This design comes from an exercise in tuning for small area, a short achievable clock period and few clock cycles on the open sky130 flow, not from production work. Function was not checked in any run shown here: the RTL went through the layout flow alone. Power figures rest on the tool's default switching activity, not on a simulated workload.

--- flow/config.mk ---
export PLATFORM = sky130hd
export DESIGN_NAME = divider
export DESIGN_NICKNAME = divider
export VERILOG_FILES = /design/flow/design.v
export SDC_FILE = /design/flow/constraint.sdc
export NUM_CORES = 4
export LEC_CHECK = 0
export CAP_MARGIN = 20
export CORE_MARGIN = 2
export CORE_UTILIZATION = 45
export PLACE_DENSITY = 0.6
export SETUP_SLACK_MARGIN = 1.0
export SLEW_MARGIN = 20
--- flow/constraint.sdc ---
create_clock -name core_clock -period 5.5 [get_ports {clk_i}]
set_input_delay 1.1000 -clock core_clock [delete_from_list [all_inputs] [get_ports {clk_i}]]
set_output_delay 1.1000 -clock core_clock [all_outputs]
set_load 0.01 [all_outputs]
--- flow/design.v ---
`timescale 1ns/1ps
module divider #(
    parameter XLEN_WIDTH = 32
)(
    input                   clk_i,
    input                   rst_i,
    input                   stall_i,
    input  logic [XLEN_WIDTH-1:0]      a_i,
    input  logic [XLEN_WIDTH-1:0]      b_i,
    input  logic            req_i,
    input  logic            kill_i,
    input  logic [ 1 : 0]   operation_sel_i,
    output logic [XLEN_WIDTH-1:0]      div_result_o,
    output logic            ready_o,
    output logic            result_valid_o
);
function automatic [5:0] clz32(input [31:0] x);
    reg [15:0] z1, c1;
    reg [7:0]  z2; reg [1:0] c2 [0:7];
    reg [3:0]  z3; reg [2:0] c3 [0:3];
    reg [1:0]  z4; reg [3:0] c4 [0:1];
    reg [4:0]  c5;
    integer i;
    begin
        for (i = 0; i < 16; i = i + 1) begin
            z1[i] = ~(x[2*i+1] | x[2*i]);
            c1[i] = ~x[2*i+1];
        end
        for (i = 0; i < 8; i = i + 1) begin
            z2[i] = z1[2*i+1] & z1[2*i];
            c2[i] = z1[2*i+1] ? {1'b1, c1[2*i]} : {1'b0, c1[2*i+1]};
        end
        for (i = 0; i < 4; i = i + 1) begin
            z3[i] = z2[2*i+1] & z2[2*i];
            c3[i] = z2[2*i+1] ? {1'b1, c2[2*i]} : {1'b0, c2[2*i+1]};
        end
        for (i = 0; i < 2; i = i + 1) begin
            z4[i] = z3[2*i+1] & z3[2*i];
            c4[i] = z3[2*i+1] ? {1'b1, c3[2*i]} : {1'b0, c3[2*i+1]};
        end
        c5 = z4[1] ? {1'b1, c4[0]} : {1'b0, c4[1]};
        clz32 = (z4[1] & z4[0]) ? 6'd32 : {1'b0, c5};
    end
endfunction
wire is_div    = ~operation_sel_i[1];
wire is_signed = ~operation_sel_i[0];
wire a_neg     = is_signed & a_i[31];
wire b_neg     = is_signed & b_i[31];
wire b_zero    = (b_i == 32'b0);
wire [31:0] abs_a = a_neg ? -a_i : a_i;
wire [31:0] abs_b = b_neg ? -b_i : b_i;
wire res_neg   = is_div ? (a_neg ^ b_neg) : a_neg;
wire a_pow2 = &(~a_i[30:0] | a_i[31:1]);
wire b_pow2 = &(~b_i[30:0] | b_i[31:1]);
wire [5:0] lz_a = clz32(a_i ^ {32{a_i[31]}});
wire [5:0] lz_b = clz32(b_i ^ {32{b_i[31]}});
wire [5:0] clz_a = (a_i[31] & ~is_signed) ? 6'd0 : lz_a - {5'b0, a_neg & a_pow2};
wire [5:0] clz_b = (b_i[31] & ~is_signed) ? 6'd0 : lz_b - {5'b0, b_neg & b_pow2};
wire shorter = clz_a > clz_b;
localparam S_IDLE  = 2'd0,
           S_SETUP = 2'd1,
           S_CALC  = 2'd2,
           S_FIX   = 2'd3;
reg [1:0] S;
reg [31:0] R;        
reg [31:0] D;        
reg [4:0]  cnt;      
reg [5:0]  lzr_a, lzr_b;   
wire [5:0] shamt = lzr_b - lzr_a;
wire [32:0] diff = {1'b0, R} - {1'b0, D};
wire qb          = ~diff[32];
wire [31:0] R_nx = qb ? diff[31:0] : R;
wire last        = (cnt == 5'd0);
wire start   = (S == S_IDLE) & req_i;
wire quick   = b_zero | shorter;
wire [31:0] direct = is_div ? {32{b_zero}} : a_i;
wire done_calc  = (S == S_CALC) & last & ~res_neg;
wire done_fix   = (S == S_FIX);
wire finish     = (start & quick) | done_calc | done_fix;
always_ff @(posedge clk_i) begin
    if (rst_i)
        S <= S_IDLE;
    else if (kill_i)
        S <= S_IDLE;
    else case (S)
        S_IDLE:  S <= (req_i & ~quick) ? S_SETUP : S_IDLE;
        S_SETUP: S <= S_CALC;
        S_CALC:  S <= last ? (res_neg ? S_FIX : S_IDLE) : S_CALC;
        default: S <= S_IDLE;
    endcase
end
always_ff @(posedge clk_i) begin
    case (S)
        S_IDLE:  begin R <= abs_a; D <= abs_b; cnt <= shamt[4:0]; end
        S_SETUP: begin R <= abs_a; D <= D << shamt[4:0]; cnt <= shamt[4:0]; end
        default: begin R <= R_nx;  D <= D >> 1; cnt <= cnt - 5'd1; end
    endcase
end
always_ff @(posedge clk_i) begin
    lzr_a <= clz_a;
    lzr_b <= clz_b;
end
always_ff @(posedge clk_i) begin
    if (start)
        div_result_o <= direct;
    else if (S == S_CALC)
        div_result_o <= (last & ~is_div) ? R_nx : {div_result_o[30:0], qb};
    else if (S == S_FIX)
        div_result_o <= -div_result_o;
end
always_ff @(posedge clk_i) begin
    if (rst_i) begin
        ready_o        <= 1'b1;
        result_valid_o <= 1'b0;
    end else begin
        ready_o        <= kill_i | ((S == S_IDLE) & ~req_i) | finish;
        result_valid_o <= ~kill_i & (finish | (stall_i & result_valid_o));
    end
end
endmodule
--- flow/run.sh ---
#!/bin/bash
# synth_recipe.tcl (not shown) runs the flow's synth.tcl, then flattens the netlist and writes it again
# the make line also repeats each setting of config.mk as NAME=value (left out here)
make -C /OpenROAD-flow-scripts/flow DESIGN_CONFIG=/design/flow/config.mk WORK_HOME=/design/flow/orfs CLKGATE_MAP_FILE= SYNTH_SCRIPT=/design/flow/synth_recipe.tcl finish
==> results of run 1 <==
==> worst register-to-register path, cell delays in order (launching register included) <==
cell and delay (ns):
dfxtp_1 0.42, inv_1 0.09, ha_1 0.38, and2_1 0.26, and3_1 0.27, nand2b_1 0.10
nor4_1 0.45, a211o_1 0.85, mux2i_1 0.44, a21oi_1 0.12, a311o_1 0.34
==> how the worst max path moves through the flow <==
stage / endpoint / slack, ns
final: result_valid_o / 1.09
after global routing: S[0] / 0.97
after CTS: S[0] / 1.00
after detailed placement: S[0] / 0.19
after global placement: S[0] / 0.29
after floorplan: S[0] / 1.01
==> power by group <==
| part | internal [mW] | switching [mW] |
|---|---|---|
| clock | 0.808 | 0.454 |
| sequential | 1.01 | 0.141 |
| combinational | 0.976 | 1.47 |
==> area by class of cell <==
cell class | instances | area, um2
flip-flops and latches | 115 | 2624
fillers | 2564 | 11600
clock inverters | 15 | 230.2
inverters | 77 | 290.3
well taps | 341 | 426.7
multi-input cells | 1374 | 9385
clock buffers | 17 | 425.4
repair buffers | 215 | 1971
==> through the flow <==
stage          setup WS (ns)  instance area (um2)  cells
6_report               1.092                15350   2154
5_1_grt               0.9653                15350   2154
4_1_cts                1.001                14860   2132
3_5_place_dp          0.1897                14060   2093
3_3_place_gp          0.2939                14050   2092
2_1_floorplan          1.007                12460   1693
==> cell families (layout without fill, tap and decap cells) <==
family / count (synthesis) / in the layout / synth area share (%)
compound gates: 582 / 582 / 29.87
simple gates: 556 / 556 / 21.22
buf+inv: 204 / 324 / 6.539
xor+xnor: 119 / 119 / 8.432
flops: 115 / 115 / 21.22
mux: 62 / 62 / 7.035
fa+ha+maj: 55 / 55 / 5.689
==> state kept, by name (all words and copies together), names as in the netlist <==
name	count
lzr_a	5
div_result_o	32
D	32
result_valid_o	1
R	32
lzr_b	5
S	2
cnt	5
ready_o	1
==> what timing repair did <==
item,4_1_cts,5_1_grt
buffers inserted,6,22
hold endpoints to repair,0,0
endpoints found under the setup margin,3,4
pin swaps,15,48
resized for setup,55,123
cloned,1,0
==> Yosys cell counts (24+ instances only) <==
library cell and number:
xor2_1 55, nand3_1 43, clkbuf_1 100, a211oi_1 24
dfxtp_1 83, a31oi_1 29, inv_1 74, nor2_1 147
xnor2_1 64, mux2i_1 34, nor3_1 38, ha_1 53
a21o_1 33, edfxtp_1 32, nand2_1 186, o21ai_0 144
a21oi_1 166, o22ai_1 25
==> layer usage <==
layer  global-route usage (%)  wire length, um
met1                    46.31            21150
met2                    49.39            21130
met3                    7.556             4533
met4                    9.439             1262
met5                        0               13
==> impl_metrics.json, run 1 <==
{
  "setup_violations": 0,
  "hold_viol_final": 0,
  "die_h_um": 169.7,
  "wl_per_cell_um": 22.32,
  "initial_core_util_pct": 45.86,
  "num_vias": 13710,
  "final_common_cell": "nand2_1",
  "min_period_over_period_pct": 80.14,
  "drt-initial-drc-count": 1479,
  "reg2reg_from": "D[25]",
  "htreeDepth": 4,
  "cp_slowest_cell": "or4_4",
  "status": "no timing/DRC/antenna violations",
  "slew_headroom_pct": 29.72,
  "finalCriticalPeriod_ns": 4.408,
  "ant_nets": 0,
  "power_density_nw_per_um2": 315.9,
  "fin_util_pct": 56.96,
  "n_antenna_cell": 0,
  "clock-root-buffer": "clkbuf_16",
  "holdPathEnd": "cnt[0]",
  "synthTopCellsByArea": "dfxtp_1, edfxtp_1, a21oi_1, o21ai_0, nand2_1",
  "crit_family": "compound AO/OA/AOI/OAI gates",
  "worst_setup_path_end_kind": "flip-flop",
  "dieArea_um2": 28810,
  "path_cells": "clkdlybuf4s50_1 -> or4_4 -> o22ai_4 -> nand2b_1 -> nor2_2 -> nor3_2 -> o21ai_1 -> ha_2 -> ha_4 -> nor2_4 -> ha_4 -> nor2b_1 -> o21a_1 -> o21a_1 -> o21ai_1 -> nand2b_1 -> a21oi_2 -> o21ai_2 -> a31oi_1 -> o22ai_1",
  "rsz0062_at_grt": "no",
  "ys_ff_latch": 115,
  "irDropWorstVdd_mv": 0.2312,
  "max_slew.worst_pin.slew_ns": 1.053,
  "cp-startpoint": "a_i[9]",
  "cts_buffer_depth": 2,
  "max_freq_mhz": 226.9,
  "grt_pass1_wl_um": 72220,
  "rr_worst_depth": 10,
  "grt_max_degree": 69,
  "report.final.slew_viol_count": 0,
  "maxCapViolations": 0,
  "syn_area_um2": 12360,
  "synth_edf_count": 32,
  "track_usage_pct": 32.66,
  "ys_seq_area_share_pct": 21.22,
  "portBuffers": 104,
  "grt_pass1_vias": 12561,
  "skew_ns": 0.01077,
  "avgViaCountPerCell": 6.365,
  "clkLatencyLatePin_ns": 0.43,
  "cellLeakagePower_nw": 6.353,
  "hp-class": "flip-flop to flip-flop",
  "routed_wl_um": 48080,
  "min_from": "cnt[0]",
  "critical_path_required_ns": 5.80,
  "ys_dominant_reg_cell": "dfxtp_1",
  "criticalPathCategory": "input port to flip-flop",
  "syn2layout_area_growth_pct": 24.20,
  "grt_overflow": 0,
  "post_synth.cell_area_avg_um2": 7.301,
  "cts_hold_buf": 0,
  "rows": 60,
  "antenna_found_initial": 1,
  "synthDominantCellAreaShare_pct": 13.44,
  "dp_hpwl_um": 36720,
  "fp.coreArea_um2": 26950,
  "synth_top_area_cell": "dfxtp_1",
  "p_total_mw": 4.850,
  "yosysUniqueCellTypes": 81,
  "finish.net_count": 1926,
  "drt_first_pass_iters": 6,
  "startpoint_type": "input port",
  "yosys_warnings": 7,
  "cts-buffers-inserted": 17,
  "layout_common_cells": "nand2_1, a21oi_1, o21ai_0, nor2_1, buf_4",
  "hold_ws_ns": 0.4832,
  "die_w_um": 169.7,
  "arrival_ns": 4.71,
  "crit_cells": 20,
  "hold-path-cell-count": 1,
  "drc": 0,
  "gp_congestion": 0.9610,
  "fin_tns_setup_ns": 0,
  "cts_tree": "built",
  "slowest_delay_ns": 0.51,
  "critPathBufInv": 1,
  "cts.sinks": 115,
  "r2r-end": "div_result_o[4]",
  "path_clk_slew_ns": 0.06,
  "io_pins": 105,
  "synth_async_sr_flop_share_pct": 0,
  "r2r_slack_ns": 1.55,
  "path_max_fanout": 4,
  "synth_nets": 1819,
  "syn-instance-count": 1693,
  "drive_above_1_share_pct": 15.72
}
==> run 2, diff against run 1 <==
--- a/flow/config.mk
+++ b/flow/config.mk
@@ -11,3 +11,3 @@
 export PLACE_DENSITY = 0.6
-export SETUP_SLACK_MARGIN = 1.0
+export SETUP_SLACK_MARGIN = 2.0
 export SLEW_MARGIN = 20
==> run 2 against run 1 <==
  * Clock skew increased by 0.0052 ns
  * Largest cell class unchanged
  * Sequential power hardly changed
  * Synthesized area did not move
  * Critical path depth fell by 1
  * Combinational power is 6% higher
==> impl_metrics.json, run 2 <==
{
  "status": "no timing/DRC/antenna violations",
  "ys_ff_latch": 115,
  "rsz0062_at_grt": "yes",
  "ys_top_cells_by_count": "nand2_1, a21oi_1, nor2_1",
  "cp_slowest_cell": "or4_4",
  "num_vias": 14045,
  "min_period_over_period_pct": 79.12,
  "finish.net_count": 1974,
  "track_usage_pct": 33.50,
  "routed_wl_um": 49400,
  "ant_nets": 0,
  "fp.coreArea_um2": 26950,
  "setup_violations": 0,
  "path_clk_slew_ns": 0.07,
  "grt_overflow": 0,
  "gp_congestion": 1.007,
  "clock-root-buffer": "clkbuf_16",
  "fin_util_pct": 58.81,
  "syn-instance-count": 1693,
  "synthDominantCellAreaShare_pct": 13.44,
  "worst_setup_path_end_kind": "flip-flop",
  "dp_hpwl_um": 36480,
  "cts_buffer_depth": 2,
  "drt_first_pass_iters": 6,
  "path_max_fanout": 4,
  "path_cells": "clkdlybuf4s15_1 -> or4_4 -> o22ai_4 -> nand2_2 -> o21a_1 -> buf_6 -> a21oi_4 -> ha_4 -> nand2b_4 -> ha_4 -> nor2b_4 -> o21a_1 -> o21a_1 -> o21ai_1 -> nand2b_1 -> a21oi_2 -> o21ai_2 -> nand3b_1 -> a211oi_2",
  "rows": 60,
  "wl_per_cell_um": 22.43,
  "report.final.slew_viol_count": 0,
  "cts_tree": "built",
  "max_freq_mhz": 229.8,
  "startpoint_type": "input port",
  "maxCapViolations": 0,
  "drc": 0,
  "antenna_found_initial": 1,
  "arrival_ns": 4.68,
  "die_h_um": 169.7,
  "hp-class": "flip-flop to flip-flop",
  "drive_above_1_share_pct": 21.23,
  "finalCriticalPeriod_ns": 4.352,
  "ys_seq_area_share_pct": 21.22,
  "die_w_um": 169.7,
  "max_slew.worst_pin.slew_ns": 0.9299,
  "fin_tns_setup_ns": 0,
  "criticalPathCategory": "input port to flip-flop",
  "fin_ws_ns": 1.148,
  "initial_core_util_pct": 45.86,
  "cts.sinks": 115,
  "io_pins": 105,
  "syn2layout_area_growth_pct": 28.22,
  "clkLatencyLatePin_ns": 0.43,
  "n_antenna_cell": 0,
  "skew_ns": 0.01598,
  "yosys_warnings": 7,
  "final_common_cell": "nand2_1",
  "synth_async_sr_flop_share_pct": 0,
  "cts-buffers-inserted": 17,
  "synth.most_common_cell": "nand2_1",
  "dieArea_um2": 28810,
  "cellLeakagePower_nw": 6.400,
  "grt_pass1_vias": 12852,
  "synthTopCellsByArea": "dfxtp_1, edfxtp_1, a21oi_1, o21ai_0, nand2_1",
  "synth_edf_count": 32,
  "hold_viol_final": 0,
  "portBuffers": 104,
  "cpMostUsedCell": "o21a_1",
  "cts_hold_buf": 0,
  "ys_dominant_reg_cell": "dfxtp_1",
  "syn_area_um2": 12360,
  "slowest_delay_ns": 0.52,
  "avgViaCountPerCell": 6.378,
  "yosysUniqueCellTypes": 81,
  "grt_max_degree": 57,
  "grt_pass1_wl_um": 74300,
  "irDropWorstVdd_mv": 0.2432,
  "post_synth.cell_area_avg_um2": 7.301,
  "critical_path_required_ns": 5.83,
  "htreeDepth": 4,
  "p_total_mw": 4.838,
  "top_regs": "D x32, R x32, div_result_o x32",
  "power_density_nw_per_um2": 305.2,
  "synth_top_area_cell": "dfxtp_1",
  "drt-initial-drc-count": 1688,
  "slew_headroom_pct": 37.78,
  "synth_nets": 1819,
  "pre_cts_slack_ns": 0.1489,
  "layout_common_cells": "nand2_1, a21oi_1, o21ai_0, nor2_1, buf_4"
}
[run 2: cell counts after synthesis]
No cell type changed its count.
[run 2: layout make-up]
class | count | area [um2]
sequential | 115 | 2633
clock inverter | 15 | 146.4
multi-input combinational | 1376 | 9697
clock buffer | 17 | 425.4
timing repair buffer | 261 | 2231
tap | 341 | 426.7
fill | 2516 | 11100
inverter | 77 | 290.3
[run 2: per-layer routing]
| layer | track usage, % | share of wire [%] | up-vias |
|---|---|---|---|
| li1 | - | - | 6546 |
| met1 | 46.54 | 43 | 6594 |
| met2 | 52.09 | 44 | 787 |
| met3 | 6.903 | 9.7 | 116 |
| met4 | 10.59 | 3.2 | 2 |
| met5 | 0 | 0.024 | - |
[run 2: final timing paths]
kind	start	endpoint	slack, ns	depth (start not counted)
worst max-delay path	b_i[4]	S[0]	1.15	19
worst min-delay path	cnt[0]	cnt[0]	0.48	1
worst max register to register	D[1]	div_result_o[10]	2.11	11
worst min register to register	cnt[0]	cnt[0]	0.48	1
[run 2: cell families after synthesis]
family / synth area share (%)
AO/OA/AOI/OAI: 29.87
flip-flops: 21.22
buffers and inverters: 6.539
AND/OR/NAND/NOR: 21.22
multiplexers: 7.035
XOR/XNOR: 8.432
adder cells (fa/ha/maj): 5.689
[run 2: per-stage QoR]
stage	hold slack, ns	instance area [um2]	std cells
4_1_cts	0.4894	15490	2179
3_3_place_gp	0.4625	14090	2094
2_1_floorplan	0.4388	12500	1693
3_5_place_dp	0.4692	14090	2094
5_1_grt	0.5201	15850	2202
6_report	0.4846	15850	2202
[run 2: worst max-delay path: cells and delay by family]
family	cells	cell delay [ns]
AO/OA/AOI/OAI	9	1.64
buffers and inverters	2	0.34
adder cells (fa/ha/maj)	2	0.45
AND/OR/NAND/NOR	6	1.14
[run 2: report_power, final]
part | switching [mW] | internal, mW | leakage (nW)
combinational | 1.53 | 1.05 | 5.11
sequential | 0.142 | 1.01 | 1.01
clock | 0.477 | 0.634 | 0.281
total | 2.15 | 2.69 | 6.40
[run 2: what timing repair did]
action                                  in CTS  in global routing
buffers inserted                            51                 21
pin swaps                                   63                 48
gates cloned                                 2                  2
endpoints found under the setup margin      54                 51
resized for setup                          260                 69
endpoints found under the hold margin        0                  0
==> run 3, diff against run 2 <==
--- a/flow/config.mk
+++ b/flow/config.mk
@@ -11,3 +11,3 @@
 export PLACE_DENSITY = 0.6
-export SETUP_SLACK_MARGIN = 2.0
+export SETUP_SLACK_MARGIN = 2.5
 export SLEW_MARGIN = 20
==> run 3 against run 2 <==
  * Largest power group unchanged
  * Critical endpoint unchanged
  * Synthesized area unchanged
  * Via count up 1.2%
  * First-iteration DRC count down 7.4%
==> impl_metrics.json, run 3 <==
{
  "dieArea_um2": 28810,
  "cts-buffers-inserted": 17,
  "slowest_delay_ns": 0.55,
  "cpMostUsedCell": "o21a_1",
  "synthTopCellsByArea": "dfxtp_1, edfxtp_1, a21oi_1, o21ai_0, nand2_1",
  "setup_violations": 0,
  "cellLeakagePower_nw": 6.807,
  "maxCapViolations": 0,
  "avgViaCountPerCell": 6.377,
  "fin_ws_ns": 1.165,
  "synth_top_area_cell": "dfxtp_1",
  "reg2reg_from": "D[0]",
  "yosysUniqueCellTypes": 81,
  "post_synth.cell_area_avg_um2": 7.301,
  "max_slew.worst_pin.slew_ns": 0.9769,
  "antenna_found_initial": 2,
  "wl_met3_um": 4814,
  "grt_pass1_vias": 13147,
  "final_common_cell": "nand2_1",
  "r2r-end": "div_result_o[4]",
  "htreeDepth": 4,
  "drt-met1-wl_um": 21540,
  "arrival_ns": 4.66,
  "synth_nets": 1819,
  "dp_hpwl_um": 36790,
  "io_pins": 105,
  "fin_util_pct": 62.80,
  "maxUsedRoutingLayer": "met5",
  "drt-initial-drc-count": 1563,
  "worst_setup_path_end_kind": "flip-flop",
  "ys_top_cells_by_count": "nand2_1, a21oi_1, nor2_1",
  "fp.coreArea_um2": 26950,
  "ys_ff_latch": 115,
  "layout_common_cells": "nand2_1, buf_4, nor2_1, a21oi_1, o21ai_0",
  "clock-root-buffer": "clkbuf_16",
  "wl_met2_um": 22810,
  "synth_async_sr_flop_share_pct": 0,
  "portBuffers": 104,
  "startpoint_type": "input port",
  "syn-instance-count": 1693,
  "fin_area_um2": 16930,
  "initial_core_util_pct": 45.86,
  "dp.cells": 2090,
  "syn_area_um2": 12360,
  "finalCriticalPeriod_ns": 4.335,
  "rr_worst_depth": 12,
  "ys_dominant_reg_cell": "dfxtp_1",
  "die_h_um": 169.7,
  "cts_tree": "built",
  "path_max_fanout": 7,
  "n_fill_cell": 2473,
  "grt_overflow": 0,
  "hold_ws_ns": 0.4781,
  "wl_per_cell_um": 22.71,
  "track_usage_pct": 33.83,
  "rsz0062_at_grt": "yes",
  "die_w_um": 169.7,
  "p_total_mw": 5.174,
  "ant_nets": 0,
  "min_period_over_period_pct": 78.81,
  "path_clk_slew_ns": 0.07,
  "status": "no timing/DRC/antenna violations",
  "cts_hold_buf": 0,
  "pre_cts_slack_ns": 0.08419,
  "cp_slowest_cell": "or4_4",
  "min_from": "cnt[0]",
  "syn2layout_area_growth_pct": 36.93,
  "critical_path_required_ns": 5.83,
  "cts.sinks": 115,
  "fin_tns_setup_ns": 0,
  "place_area_um2": 14240,
  "power_density_nw_per_um2": 305.7,
  "routed_wl_um": 50630,
  "slew_headroom_pct": 34.69,
  "r2r_slack_ns": 2.25,
  "num_vias": 14215,
  "report.final.slew_viol_count": 0,
  "rows": 60,
  "skew_ns": 0.01584,
  "ys_seq_area_share_pct": 21.22,
  "top_regs": "D x32, R x32, div_result_o x32",
  "drive_above_1_share_pct": 28.44,
  "grt_max_degree": 57,
  "holdPathEnd": "cnt[0]",
  "drc": 0,
  "drt_first_pass_iters": 6,
  "path_cells": "buf_12 -> or4_4 -> o22ai_4 -> nand2_4 -> nor2_4 -> o21a_1 -> a31oi_1 -> ha_2 -> ha_4 -> nand2b_4 -> ha_4 -> nor2b_4 -> o21a_1 -> o21a_1 -> o21ai_1 -> nand2b_1 -> a21oi_2 -> o21ai_2 -> nand3b_1 -> a211oi_2",
  "synthDominantCellAreaShare_pct": 13.44,
  "yosys_warnings": 7,
  "irDropWorstVdd_mv": 0.2465,
  "hold_viol_final": 0,
  "criticalPathCategory": "input port to flip-flop",
  "gp_congestion": 1.014,
  "synth_edf_count": 32,
  "hp-class": "flip-flop to flip-flop",
  "n_antenna_cell": 0,
  "finish.net_count": 2001,
  "clkLatencyLatePin_ns": 0.43,
  "cts_buffer_depth": 2,
  "synth.most_common_cell": "nand2_1",
  "max_freq_mhz": 230.7,
  "grt_pass1_wl_um": 74980,
  "hold-path-cell-count": 1,
  "final_cell_count_no_fill": 2229
}
## run 3: cell type report
cell class              count  area (um2)  area share (%)
multi-input cells        1375       10420           61.55
flip-flops and latches    115        2635           15.57
repair buffers            289        2579           15.24
well taps                 341       426.7           2.521
clock buffers              17       425.4           2.513
inverters                  77       292.8           1.730
clock inverters            15       148.9          0.8797
## run 3: worst max-delay path: cells and delay by family
family                   cells  cell delay (ns)
buffers and inverters        1             0.11
AO/OA/AOI/OAI                9             1.46
AND/OR/NAND/NOR              7             1.29
adder cells (fa/ha/maj)      3             0.68
## run 3: how the worst max path moves through the flow
stage / start / endpoint / cells past startpoint
after floorplan: b_i[14] / S[0] / 19
after global placement: a_i[31] / S[0] / 20
after detailed placement: a_i[31] / S[0] / 20
after CTS: a_i[31] / S[0] / 19
after global routing: b_i[1] / S[0] / 22
final: b_i[25] / S[0] / 20
## run 3: cell families (layout without fill, tap and decap cells)
logic type / count (synthesis) / after routing / share of synthesized area, %
muxes: 62 / 62 / 7.035
AOI/OAI and AO/OA: 582 / 583 / 29.87
xor gates and xnor gates: 119 / 119 / 8.432
and+or+nand+nor: 556 / 556 / 21.22
adders and majority gates: 55 / 55 / 5.689
DFF: 115 / 115 / 21.22
buffers and inverters: 204 / 398 / 6.539
## run 3: per-layer routing
metal	vias to the layer above	track usage (%)
met5	-	0
met4	4	9.290
met3	105	7.229
met2	756	53.36
met1	6745	46.74
li1	6605	-
## run 3: where the power goes
part           total (mW)  internal, mW  switching, mW  leakage, nW
registers            1.16          1.01          0.155         1.01
clock network        1.12         0.635          0.489        0.282
logic                2.89          1.23           1.65         5.51
total                5.17          2.88           2.30         6.81
## run 3: what timing repair did
item                                    CTS  global route
setup buffers                            66            37
resized for setup                       322           204
pin swaps                                71            76
gates cloned                              2             2
endpoints found under the setup margin  101            90

==> static timing again, ports no longer ideal <==
The flow's constraints put no driver on any port. The routed layouts listed below were extracted and timed again, unchanged, in two steps. Step 1 (the two cells are an assumption about what drives the block):
set clk [get_ports {clk_i}]
set_driving_cell -lib_cell sky130_fd_sc_hd__clkbuf_16 $clk
set_driving_cell -lib_cell sky130_fd_sc_hd__buf_2 [delete_from_list [all_inputs] $clk]
Step 2 also shifts input and output timing later by t, the mid clock arrival at the registers, as if the neighbouring blocks saw the same clock. a / b / c = ideal / step 1 / step 2; a / b = the first two.
run | t (ns) | setup slack, ns | worst setup path at the end | clock arrival spread, ns
run 1 | 0.470 | 1.092 / 1.119 / 0.650 | input to register | 0.011 / 0.011
run 2 | 0.474 | 1.148 / 1.166 / 0.692 | input to register | 0.016 / 0.016
run 3 | 0.468 | 1.165 / 1.166 / 0.698 | input to register | 0.016 / 0.016
After both steps every run listed still meets setup and hold. For run 3, which loses most, drivers alone change the setup slack by +0.001 ns; drivers and shift together by -0.467 ns.
